What follows belongs to an exercise in optimizing a design on an open flow for small area and a short achievable clock period; a production flow would make more cautious choices.
At most, simulation tests tie the RTL to the original design; equivalence was not proved.
Power figures rest on the tool's default switching activity, not on a simulated workload.

Setup of the baseline:
==> flow/design.v (excerpt) <==
module RISC_TOY_SYS (
    input  wire          CLK,
    input  wire          RSTN,
    output wire          IREQ,
    output wire [29:0]   IADDR,
    input  wire [31:0]   INSTR,
    output wire          DREQ,
    output wire [1:0]    DRW,
    output wire [29:0]   DADDR,
    output wire [31:0]   DWDATA,
    input  wire [31:0]   DRDATA,
    output wire [31:0]   CONSIG,
    input  wire [31:0]   IPIN,
    output wire [31:0]   IPOUT
);
Size: about 7100 cells after synthesis, ~260 I/O pins.
clock: 14.0 ns
lec_check: 0
cap_margin: 20
core_margin: 2
core_utilization: 55
cts_buf_list: sky130_fd_sc_hd__clkbuf_8
cts_cluster_diameter: 80
cts_cluster_size: 14
setup_slack_margin: 0.2
slew_margin: 20
standard.sh (not shown) runs the stock make flow with config.mk's settings and CLKGATE_MAP_FILE= SYNTH_SCRIPT=/design/flow/synth_recipe.tcl, a recipe that flattens the netlist after the stock synthesis.
==> flow/flow/run.sh <==
#!/bin/bash
# Own flow for RISC_TOY_SYS. Runs in the standard flow's work folder (design.v,
# config.mk, standard.sh, synth_recipe.tcl, flow/, out/).
#  1. design_gl.v: design.v with two combinational modules replaced by
#     gate-level ones (flow/gen_gl.py): the register file's read selector
#     (RFREAD, an a222oi AND-OR tree) and the EX operand selector's last
#     gate (OPMUX, a21o). They have no registers, so the registers are the
#     standard synthesis's.
#  2. Synthesis is synth_recipe.tcl with the ABC pass called through a Tcl
#     proc (same arguments; the script is flow/abc.script if present).
#  3. the standard layout (standard.sh) with small port buffers
#     (buf_2) instead of buffer_ports' default delay cells, and repair_timing
#     aimed below the clock period (the SDC is unchanged); clock tree
#     synthesis without dummy loads; RSTN and IREQ pins side by side
#     (flow/io.tcl).
# Each tool's output goes to a log file of its own here.
set -euo pipefail
W=$(pwd)
python3 flow/gen_gl.py "$W/rfread_gl.v" > gen_gl.log 2>&1
python3 - "$W/design.v" "$W/rfread_gl.v" "$W/design_gl.v" > design_gl.log 2>&1 <<'PY'
import re, sys
src = open(sys.argv[1]).read()
gl = open(sys.argv[2]).read()
for m in ("RFREAD", "OPMUX"):
    pat = re.compile(r"\bmodule\s+" + m + r"\b.*?\bendmodule\b", re.S)
    assert len(pat.findall(src)) == 1, m + " not found exactly once"
    src = pat.sub("", src)
open(sys.argv[3], "w").write(src + "\n" + gl)
print("design_gl.v written")
PY
# ABC: ORFS's script, or flow/abc.script when there is one
if [[ -f flow/abc.script ]]; then
  ABCP="set i [lsearch \$args -script]; if {\$i >= 0} { lset args [expr {\$i+1}] $W/flow/abc.script }; "
else
  ABCP=""
fi
{
  echo 'proc synth {args} { yosys synth -nofsm -noshare {*}$args }'
  echo "proc abc {args} { ${ABCP}yosys abc {*}\$args }"
  tail -n +2 synth_recipe.tcl
} > my_synth.tcl
bash standard.sh \
  "VERILOG_FILES=$W/design_gl.v" \
  "SYNTH_SCRIPT=$W/my_synth.tcl" \
  "BUFFER_PORTS_ARGS=-buffer_cell sky130_fd_sc_hd__buf_2" \
  "SETUP_SLACK_MARGIN=8.4" \
  "IO_CONSTRAINTS=$W/flow/io.tcl" \
  "CTS_ARGS=-sink_clustering_enable -repair_clock_nets -sink_clustering_size 14 -sink_clustering_max_diameter 80 -buf_list sky130_fd_sc_hd__clkbuf_8 -dont_use_dummy_load" \
  finish > standard_flow.log 2>&1
Other scripts of this flow, unchanged in this note and not shown: flow/flow/gen_gl.py, flow/flow/io.tcl
The baseline: full flow OK, the timing, design-rule and antenna checks passed
For the candidate, these inputs were changed with respect to the baseline:
diff --git a/flow/design.v b/flow/design.v
--- a/flow/design.v
+++ b/flow/design.v
@@ -45,43 +45,20 @@
     end
 endmodule
 module OPMUX (
     input  wire [31:0] E,
     input  wire        S,
     input  wire [31:0] L,
     output wire [31:0] Y
 );
     assign Y = E | ({32{S}} & L);
 endmodule
-module ADD32SK (
-    input  wire [31:0] a,
-    input  wire [31:0] b,
-    input  wire        ci,
-    output wire [31:0] s
-);
-    wire [31:0] p = a ^ b;
-    wire [31:0] g0 = a & b;
-    wire [31:0] g = {g0[31:1], g0[0] | (p[0] & ci)};
-    reg  [31:0] G, P;
-    integer l, i, j;
-    always @(*) begin
-        G = g; P = p;
-        for (l = 0; l < 5; l = l + 1)
-            for (i = 0; i < 32; i = i + 1)
-                if (i[l]) begin
-                    j = ((i >> l) << l) - 1;
-                    G[i] = G[i] | (P[i] & G[j]);
-                    P[i] = P[i] & P[j];
-                end
-    end
-    assign s = p ^ {G[30:0], ci};
-endmodule
 module RISC_TOY (
     input  wire        CLK,
     input  wire        RSTN,
     output wire        IREQ,
     output wire [29:0] IADDR,
     input  wire [31:0] INSTR,
     output wire        DREQ,
     output wire [1:0]  DRW,
     output wire [29:0] DADDR,
     output wire [31:0] DWDATA,
@@ -171,22 +148,21 @@
     wire flush = taken | jump_d;
     wire hz    = LD_EX & (RAC_EX != 5'd0) &
                  (mA(RAC_EX, nn, isSTR, fb, fc) | mB(RAC_EX, nn, stx, fa, fc));
     wire vld   = ~taken & ~jump_d & ~hz;     
     wire [31:0] sext17 = {{15{INSTR[16]}}, INSTR[16:0]};
     wire [31:0] zext17 = {15'd0, INSTR[16:0]};
     wire [31:0] sext22 = {{10{INSTR[21]}}, INSTR[21:0]};
     wire [31:0] zext22 = {10'd0, INSTR[21:0]};
     wire [31:0] P4_ID  = PC_ID + 32'd4;
     wire        tbase  = ~(INSTR[31] & INSTR[29]);
-    wire [31:0] target;
-    ADD32SK u_tadd (.a(tbase ? P4_ID : PC_ID), .b(sext22), .ci(1'b0), .s(target));
+    wire [31:0] target = (tbase ? P4_ID : PC_ID) + sext22;
     reg [31:0] imm_ID;
     always @(*) begin
         if (jump)                      imm_ID = P4_ID;       
         else if (isBRL)                imm_ID = PC_ID;       
         else if (isST | isLD)          imm_ID = (fb == 5'b11111) ? zext17 : sext17;
         else if (isSTR | isLDR)        imm_ID = target;      
         else if (isLDIP | isSTIP)      imm_ID = zext22;
         else                           imm_ID = sext17;
     end
     wire [1023:0] rf_q;
@@ -292,50 +268,48 @@
     wire [31:0] R2_e = ({32{SB_EX[0]}} & RD2_EX)  | ({32{SB_EX[1]}} & ALU_MEM) |
                        ({32{SB_EX[2]}} & WBVAL);
     wire [31:0] B_e  = ({32{SBB_EX[0]}} & RD2_EX)  | ({32{SBB_EX[1]}} & ALU_MEM) |
                        ({32{SBB_EX[2]}} & WBVAL)   | ({32{SBB_EX[4]}} & IMM_EX) |
                        ({32{SBB_EX[5]}} & RD1_EX);
     wire [31:0] A, R2, B;
     OPMUX u_opa (.E(A_e),  .S(SA_EX[3]),  .L(DRDATA), .Y(A));
     OPMUX u_opr (.E(R2_e), .S(SB_EX[3]),  .L(DRDATA), .Y(R2));
     OPMUX u_opb (.E(B_e),  .S(SBB_EX[3]), .L(DRDATA), .Y(B));
     assign A_EX = A;
-    wire r2z = (R2_e == 32'd0) & (~SB_EX[3] | (DRDATA == 32'd0));
-    wire r2s = R2_e[31] | (SB_EX[3] & DRDATA[31]);
+    wire r2z = (R2 == 32'd0);
     assign taken = BAL_EX | (BZ_EX & r2z) | (BNZ_EX & ~r2z) |
-                   (BPOS_EX & ~r2s) | (BNEG_EX & r2s);
+                   (BPOS_EX & ~R2[31]) | (BNEG_EX & R2[31]);
     wire [31:0] Y   = B ^ {32{OP_SUB}};
-    wire [31:0] SUM;
-    ADD32SK u_sum (.a(A), .b(Y), .ci(OP_SUB), .s(SUM));
+    wire [31:0] SUM = A + Y + {31'd0, OP_SUB};
     wire [4:0] sh = SHREG_EX ? R2[4:0] : SHIMM_EX;
     function [31:0] rev32;
         input [31:0] v;
         integer i;
         begin
             for (i = 0; i < 32; i = i + 1) rev32[i] = v[31-i];
         end
     endfunction
     wire [31:0] SX = OP_SHL ? rev32(A) : A;
     wire [31:0] RR = (({SX, SX}) >> sh);
-    wire [31:0] MK = (32'hFFFFFFFF >> sh) | {32{OP_ROR}};    
+    wire [31:0] MK = 32'hFFFFFFFF >> sh;
     wire [31:0] T  = RR & MK;
     wire [31:0] SHR = T | ({32{OP_ASR & A[31]}} & ~MK);
-    reg [31:0] LOGIC;
-    integer li;
-    always @(*) for (li = 0; li < 32; li = li + 1) LOGIC[li] = LUT_EX[{A[li], B[li]}];
     wire [31:0] alu =
         ({32{OP_ADD | OP_SUB}} & SUM) |
-        LOGIC |
+        ({32{LUT_EX[0]}} & ~A & ~B) |
+        ({32{LUT_EX[1]}} & ~A &  B) |
+        ({32{LUT_EX[2]}} &  A & ~B) |
+        ({32{LUT_EX[3]}} &  A &  B) |
         ({32{OP_PC}}    & PC) |
         ({32{OP_SHL}}   & rev32(T)) |
-        ({32{OP_LSR | OP_ASR | OP_ROR}} & SHR) |
-        32'd0;
+        ({32{OP_LSR | OP_ASR}} & SHR) |
+        ({32{OP_ROR}}   & RR);
     always @(posedge CLK or negedge RSTN) begin
         if (!RSTN) begin
             RW_MEM   <= 1'b0;
             DREQ_MEM <= 1'b0;
         end else begin
             RW_MEM   <= RW_EX;
             DREQ_MEM <= DREQ_EX;
         end
     end
     always @(posedge CLK) begin
### Flow results
Diff the baseline -> the candidate: number of antenna cells inserted went down 10; placeable core area went up 560 um^2; sequential cell area held; mean instance size in the synthesized netlist went down about 1%. Compared with the baseline, the candidate supports a higher clock frequency. The candidate vs the baseline: worst max-slew margin expressed relative to the limit down. Looking at total power consumption of the routed design, the candidate sits about 2% above the baseline. Changes observed in the candidate relative to the baseline: fraction of standard cell area that is sequential saw a decrease; arrival time at the worst endpoint saw a decrease. Compared to the baseline, the candidate has area after synthesis 0.81% higher. Of the candidate and the baseline, it is the candidate that has the lower clock period minus worst slack. Of the candidate and the baseline, it is the candidate that has the higher first-pass GRT wire length.
Function not checked in the baseline: the RTL went through the layout flow alone.


## before
RISC_TOY_SYS, a different RTL version from the one above (not shown whole).
Size in the first run: ~7000 cells after synthesis, roughly 90000 um^2 of cells after synthesis.
Settings: LEC_CHECK=0, CAP_MARGIN=20, CORE_MARGIN=2, CORE_UTILIZATION=55, CTS_BUF_LIST=sky130_fd_sc_hd__clkbuf_8, CTS_CLUSTER_DIAMETER=80, CTS_CLUSTER_SIZE=14, SETUP_SLACK_MARGIN=0.2, SLEW_MARGIN=20; clock period 14.0 ns.
==> flow/flow/gen_gl.py <==
#!/usr/bin/env python3
"""Writes gate-level (sky130hd cells) versions of two RTL modules, used by
flow/run.sh in place of the RTL ones:
  RFREAD (rtl/model.v): 33-way one-hot AND-OR, 32 bits (a222oi tree);
  OPMUX (rtl/stage_EX.v): Y = E | (S & L), 32 bits (one a21o per bit)."""
import sys
P = "sky130_fd_sc_hd__"
NT, W = 33, 32
o = ["// Generated by flow/gen_gl.py for the own flow.",
     "module RFREAD (S, D, Y);",
     f"  input [{NT-1}:0] S;",
     f"  input [{NT*W-1}:0] D;",
     f"  output [{W-1}:0] Y;"]
for b in range(W):
    o.append(f"  wire [10:0] n{b};")
    o.append(f"  wire [2:0] p{b};")
    for g in range(11):
        t = [3*g, 3*g+1, 3*g+2]
        o.append(f"  {P}a222oi_1 a{b}_{g} (.A1(S[{t[0]}]), .A2(D[{t[0]*W+b}]), .B1(S[{t[1]}]), .B2(D[{t[1]*W+b}]), .C1(S[{t[2]}]), .C2(D[{t[2]*W+b}]), .Y(n{b}[{g}]));")
    o.append(f"  {P}nand4_1 q{b}_0 (.A(n{b}[0]), .B(n{b}[1]), .C(n{b}[2]), .D(n{b}[3]), .Y(p{b}[0]));")
    o.append(f"  {P}nand4_1 q{b}_1 (.A(n{b}[4]), .B(n{b}[5]), .C(n{b}[6]), .D(n{b}[7]), .Y(p{b}[1]));")
    o.append(f"  {P}nand3_1 q{b}_2 (.A(n{b}[8]), .B(n{b}[9]), .C(n{b}[10]), .Y(p{b}[2]));")
    o.append(f"  {P}or3_1 r{b} (.A(p{b}[0]), .B(p{b}[1]), .C(p{b}[2]), .X(Y[{b}]));")
o.append("endmodule")
o += ["module OPMUX (E, S, L, Y);",
      "  input [31:0] E;", "  input S;", "  input [31:0] L;", "  output [31:0] Y;"]
for b in range(32):
    o.append(f"  {P}a21o_1 m{b} (.A1(S), .A2(L[{b}]), .B1(E[{b}]), .X(Y[{b}]));")
o.append("endmodule")
open(sys.argv[1], "w").write("\n".join(o) + "\n")
==> flow/flow/io.tcl <==
# Keep RSTN and IREQ (IREQ = RSTN through the two port buffers) side by side.
set_io_pin_constraint -pin_names {RSTN IREQ} -group -order
Scripts as last shown in full above: flow/flow/run.sh
before finished every step from synthesis to the final layout, and the layout passed the timing, design-rule and antenna checks.
The inputs of after differ from those of before as listed below.
-- flow/design.v --
<<< before, line 52
);
    assign Y = E | ({32{S}} & L);
endmodule
module ADD32SK (
    input  wire [31:0] a,
    input  wire [31:0] b,
    input  wire        ci,
    output wire [31:0] s
);
    wire [31:0] p = a ^ b;
    wire [31:0] g0 = a & b;
    wire [31:0] g = {g0[31:1], g0[0] | (p[0] & ci)};
    reg  [31:0] G, P;
    integer l, i, j;
    always @(*) begin
        G = g; P = p;
        for (l = 0; l < 5; l = l + 1)
            for (i = 0; i < 32; i = i + 1)
                if (i[l]) begin
                    j = ((i >> l) << l) - 1;
                    G[i] = G[i] | (P[i] & G[j]);
                    P[i] = P[i] & P[j];
                end
    end
    assign s = p ^ {G[30:0], ci};
endmodule
module RISC_TOY (
>>> after, line 52
);
    assign Y = E | ({32{S}} & L);
endmodule
module RISC_TOY (
<<< before, line 179
    wire [31:0] P4_ID  = inc4(PC_ID);
    wire        tbase  = ~(INSTR[31] & INSTR[29]);
    wire [31:0] target;
    ADD32SK u_tadd (.a(tbase ? P4_ID : PC_ID), .b(sext22), .ci(1'b0), .s(target));
    reg [31:0] imm_ID;
    always @(*) begin
>>> after, line 156
    wire [31:0] P4_ID  = inc4(PC_ID);
    wire        tbase  = ~(INSTR[31] & INSTR[29]);
    wire [31:0] target = (tbase ? P4_ID : PC_ID) + sext22;
    reg [31:0] imm_ID;
    always @(*) begin
<<< before, line 317
                   (BPOS_EX & ~R2[31]) | (BNEG_EX & R2[31]);
    wire [31:0] Y   = B ^ {32{OP_SUB}};
    wire [31:0] SUM;
    ADD32SK u_sum (.a(A), .b(Y), .ci(OP_SUB), .s(SUM));
    wire [4:0] sh = SHREG_EX ? R2[4:0] : SHIMM_EX;
    function [31:0] rev32;
>>> after, line 293
                   (BPOS_EX & ~R2[31]) | (BNEG_EX & R2[31]);
    wire [31:0] Y   = B ^ {32{OP_SUB}};
    wire [31:0] SUM = A + Y + {31'd0, OP_SUB};
    wire [4:0] sh = SHREG_EX ? R2[4:0] : SHIMM_EX;
    function [31:0] rev32;
Results
Summary — worst path required time, after relative to before: higher, by 0.02 ns. As far as count of placed standard cells in the final layout, fillers left out is concerned, before and after perform about the same. Fraction of area in multi-input gates on after is up relative to before. NOTE post-cts sizing count before->after increased by more than 10%. Highest achievable clock rate (after over before): decrease, 0.92%. Compared after vs before, and final clock period utilization by the worst path is up in after. Between after and before, the difference in proportion of synthesized chip area in sequential cells is negligible. The timing startpoint of the critical path comes out u_core.PC_ID[2] in one run and u_core.PC_ID[3] in the other, namely in before and after respectively. Routed wire length: after worse than before.
Function was not checked in any run of this note: the RTL went through the layout flow alone.


## old
RISC_TOY_SYS, a different RTL version from the one above (not shown whole).
Size in the first run: roughly 7300 cells after synthesis.
clock: 14.0 ns
lec_check: 0
cap_margin: 20
core_margin: 2
core_utilization: 55
cts_buf_list: sky130_fd_sc_hd__clkbuf_8
cts_cluster_diameter: 80
cts_cluster_size: 14
setup_slack_margin: 0.2
slew_margin: 20
Scripts as last shown in full above: flow/flow/run.sh, flow/flow/gen_gl.py, flow/flow/io.tcl
Input changes introduced in new (baseline for comparison: old):
--- a/flow/design.v
+++ b/flow/design.v
@@ -44,22 +44,45 @@
             Y = Y | ({32{S[k]}} & D[k*32 +: 32]);
     end
 endmodule
 module OPMUX (
     input  wire [31:0] E,
     input  wire        S,
     input  wire [31:0] L,
     output wire [31:0] Y
 );
     assign Y = E | ({32{S}} & L);
 endmodule
+module ADD32SK (
+    input  wire [31:0] a,
+    input  wire [31:0] b,
+    input  wire        ci,
+    output wire [31:0] s
+);
+    wire [31:0] p = a ^ b;
+    wire [31:0] g0 = a & b;
+    wire [31:0] g = {g0[31:1], g0[0] | (p[0] & ci)};
+    reg  [31:0] G, P;
+    integer l, i, j;
+    always @(*) begin
+        G = g; P = p;
+        for (l = 0; l < 5; l = l + 1)
+            for (i = 0; i < 32; i = i + 1)
+                if (i[l]) begin
+                    j = ((i >> l) << l) - 1;
+                    G[i] = G[i] | (P[i] & G[j]);
+                    P[i] = P[i] & P[j];
+                end
+    end
+    assign s = p ^ {G[30:0], ci};
+endmodule
 module RISC_TOY (
     input  wire        CLK,
     input  wire        RSTN,
     output wire        IREQ,
     output wire [29:0] IADDR,
     input  wire [31:0] INSTR,
     output wire        DREQ,
     output wire [1:0]  DRW,
     output wire [29:0] DADDR,
     output wire [31:0] DWDATA,
     output wire [31:0] CONSIG,
@@ -147,23 +170,24 @@
     wire taken;
     wire flush = taken | jump_d;
     wire hz    = LD_EX & (RAC_EX != 5'd0) &
                  (mA(RAC_EX, nn, isSTR, fb, fc) | mB(RAC_EX, nn, stx, fa, fc));
     wire vld   = ~taken & ~jump_d & ~hz;     
     wire [31:0] sext17 = {{15{INSTR[16]}}, INSTR[16:0]};
     wire [31:0] zext17 = {15'd0, INSTR[16:0]};
     wire [31:0] sext22 = {{10{INSTR[21]}}, INSTR[21:0]};
     wire [31:0] zext22 = {10'd0, INSTR[21:0]};
     wire [31:0] P4_ID  = PC_ID + 32'd4;
     wire        tbase  = ~(INSTR[31] & INSTR[29]);
-    wire [31:0] target = (tbase ? P4_ID : PC_ID) + sext22;
+    wire [31:0] target;
+    ADD32SK u_tadd (.a(tbase ? P4_ID : PC_ID), .b(sext22), .ci(1'b0), .s(target));
     reg [31:0] imm_ID;
     always @(*) begin
         if (jump)                      imm_ID = P4_ID;       
         else if (isBRL)                imm_ID = PC_ID;       
         else if (isST | isLD)          imm_ID = (fb == 5'b11111) ? zext17 : sext17;
         else if (isSTR | isLDR)        imm_ID = target;      
         else if (isLDIP | isSTIP)      imm_ID = zext22;
         else                           imm_ID = sext17;
     end
     wire [1023:0] rf_q;
     wire [31:0]   rf_valid;
@@ -271,23 +295,24 @@
                        ({32{SBB_EX[2]}} & WBVAL)   | ({32{SBB_EX[4]}} & IMM_EX) |
                        ({32{SBB_EX[5]}} & RD1_EX);
     wire [31:0] A, R2, B;
     OPMUX u_opa (.E(A_e),  .S(SA_EX[3]),  .L(DRDATA), .Y(A));
     OPMUX u_opr (.E(R2_e), .S(SB_EX[3]),  .L(DRDATA), .Y(R2));
     OPMUX u_opb (.E(B_e),  .S(SBB_EX[3]), .L(DRDATA), .Y(B));
     assign A_EX = A;
     wire r2z = (R2 == 32'd0);
     assign taken = BAL_EX | (BZ_EX & r2z) | (BNZ_EX & ~r2z) |
                    (BPOS_EX & ~R2[31]) | (BNEG_EX & R2[31]);
     wire [31:0] Y   = B ^ {32{OP_SUB}};
-    wire [31:0] SUM = A + Y + {31'd0, OP_SUB};
+    wire [31:0] SUM;
+    ADD32SK u_sum (.a(A), .b(Y), .ci(OP_SUB), .s(SUM));
     wire [4:0] sh = SHREG_EX ? R2[4:0] : SHIMM_EX;
     function [31:0] rev32;
         input [31:0] v;
         integer i;
         begin
             for (i = 0; i < 32; i = i + 1) rev32[i] = v[31-i];
         end
     endfunction
     wire [31:0] SX = OP_SHL ? rev32(A) : A;
     wire [31:0] RR = (({SX, SX}) >> sh);
     wire [31:0] MK = (32'hFFFFFFFF >> sh) | {32{OP_ROR}};    
## What came out
new went all the way through the flow, and no timing, DRC or antenna check failed.
new vs old on reg2reg setup slack: new is the lower one.
| total power | new vs old | 370 µW lower |
Global-route met2 utilization: new lower than old
On count of antenna diodes in the layout, the lower figure sits with new, not old.
On register fraction of the total cell area: between old and new, it ends up higher for new.
Routability congestion estimate: new vs old — no meaningful difference
From new to old, number of primary I/O pins did not move at all.
Lower part of the power in the clock network goes to old over new.
For old, only the layout was checked, not whether the RTL still works.

static timing again, ports no longer ideal:
The results above use ideal ports. As a check the final layouts listed here were re-extracted and re-timed, cells and wires unchanged.
Step 1, drivers: a clkbuf_16 drives CLK and a buf_2 each remaining input, both assumed.
Step 2, shift: input delay + t, output delay - t, t = (earliest + latest rising clock arrival at the registers) / 2. This alone moves slack from input paths to output paths.
a / b / c = no drivers / after step 1 / after step 2; a / b = the first two.
run	t, ns	slack for setup (ns)	worst setup path after step 2	latest minus earliest clock arrival (ns)	cell pins on the clock port's net
the baseline	1.015	8.145 / 7.945 / 7.128	input to register	0.128 / 0.128	1
the candidate	1.052	8.170 / 7.917 / 7.250	input to register	0.121 / 0.121	1
before	1.027	7.685 / 7.685 / 7.170	input to register	0.119 / 0.118	1
after	1.005	7.626 / 7.626 / 7.152	input to register	0.131 / 0.132	1
old	1.009	8.188 / 7.941 / 7.184	input to register	0.124 / 0.124	1
new	1.021	8.191 / 7.933 / 7.292	input to register	0.097 / 0.098	1
After both steps setup and hold are still met in every run listed. The setup slack of the baseline, which loses most, moves by -0.200 ns with the drivers and by -1.017 ns with both steps.
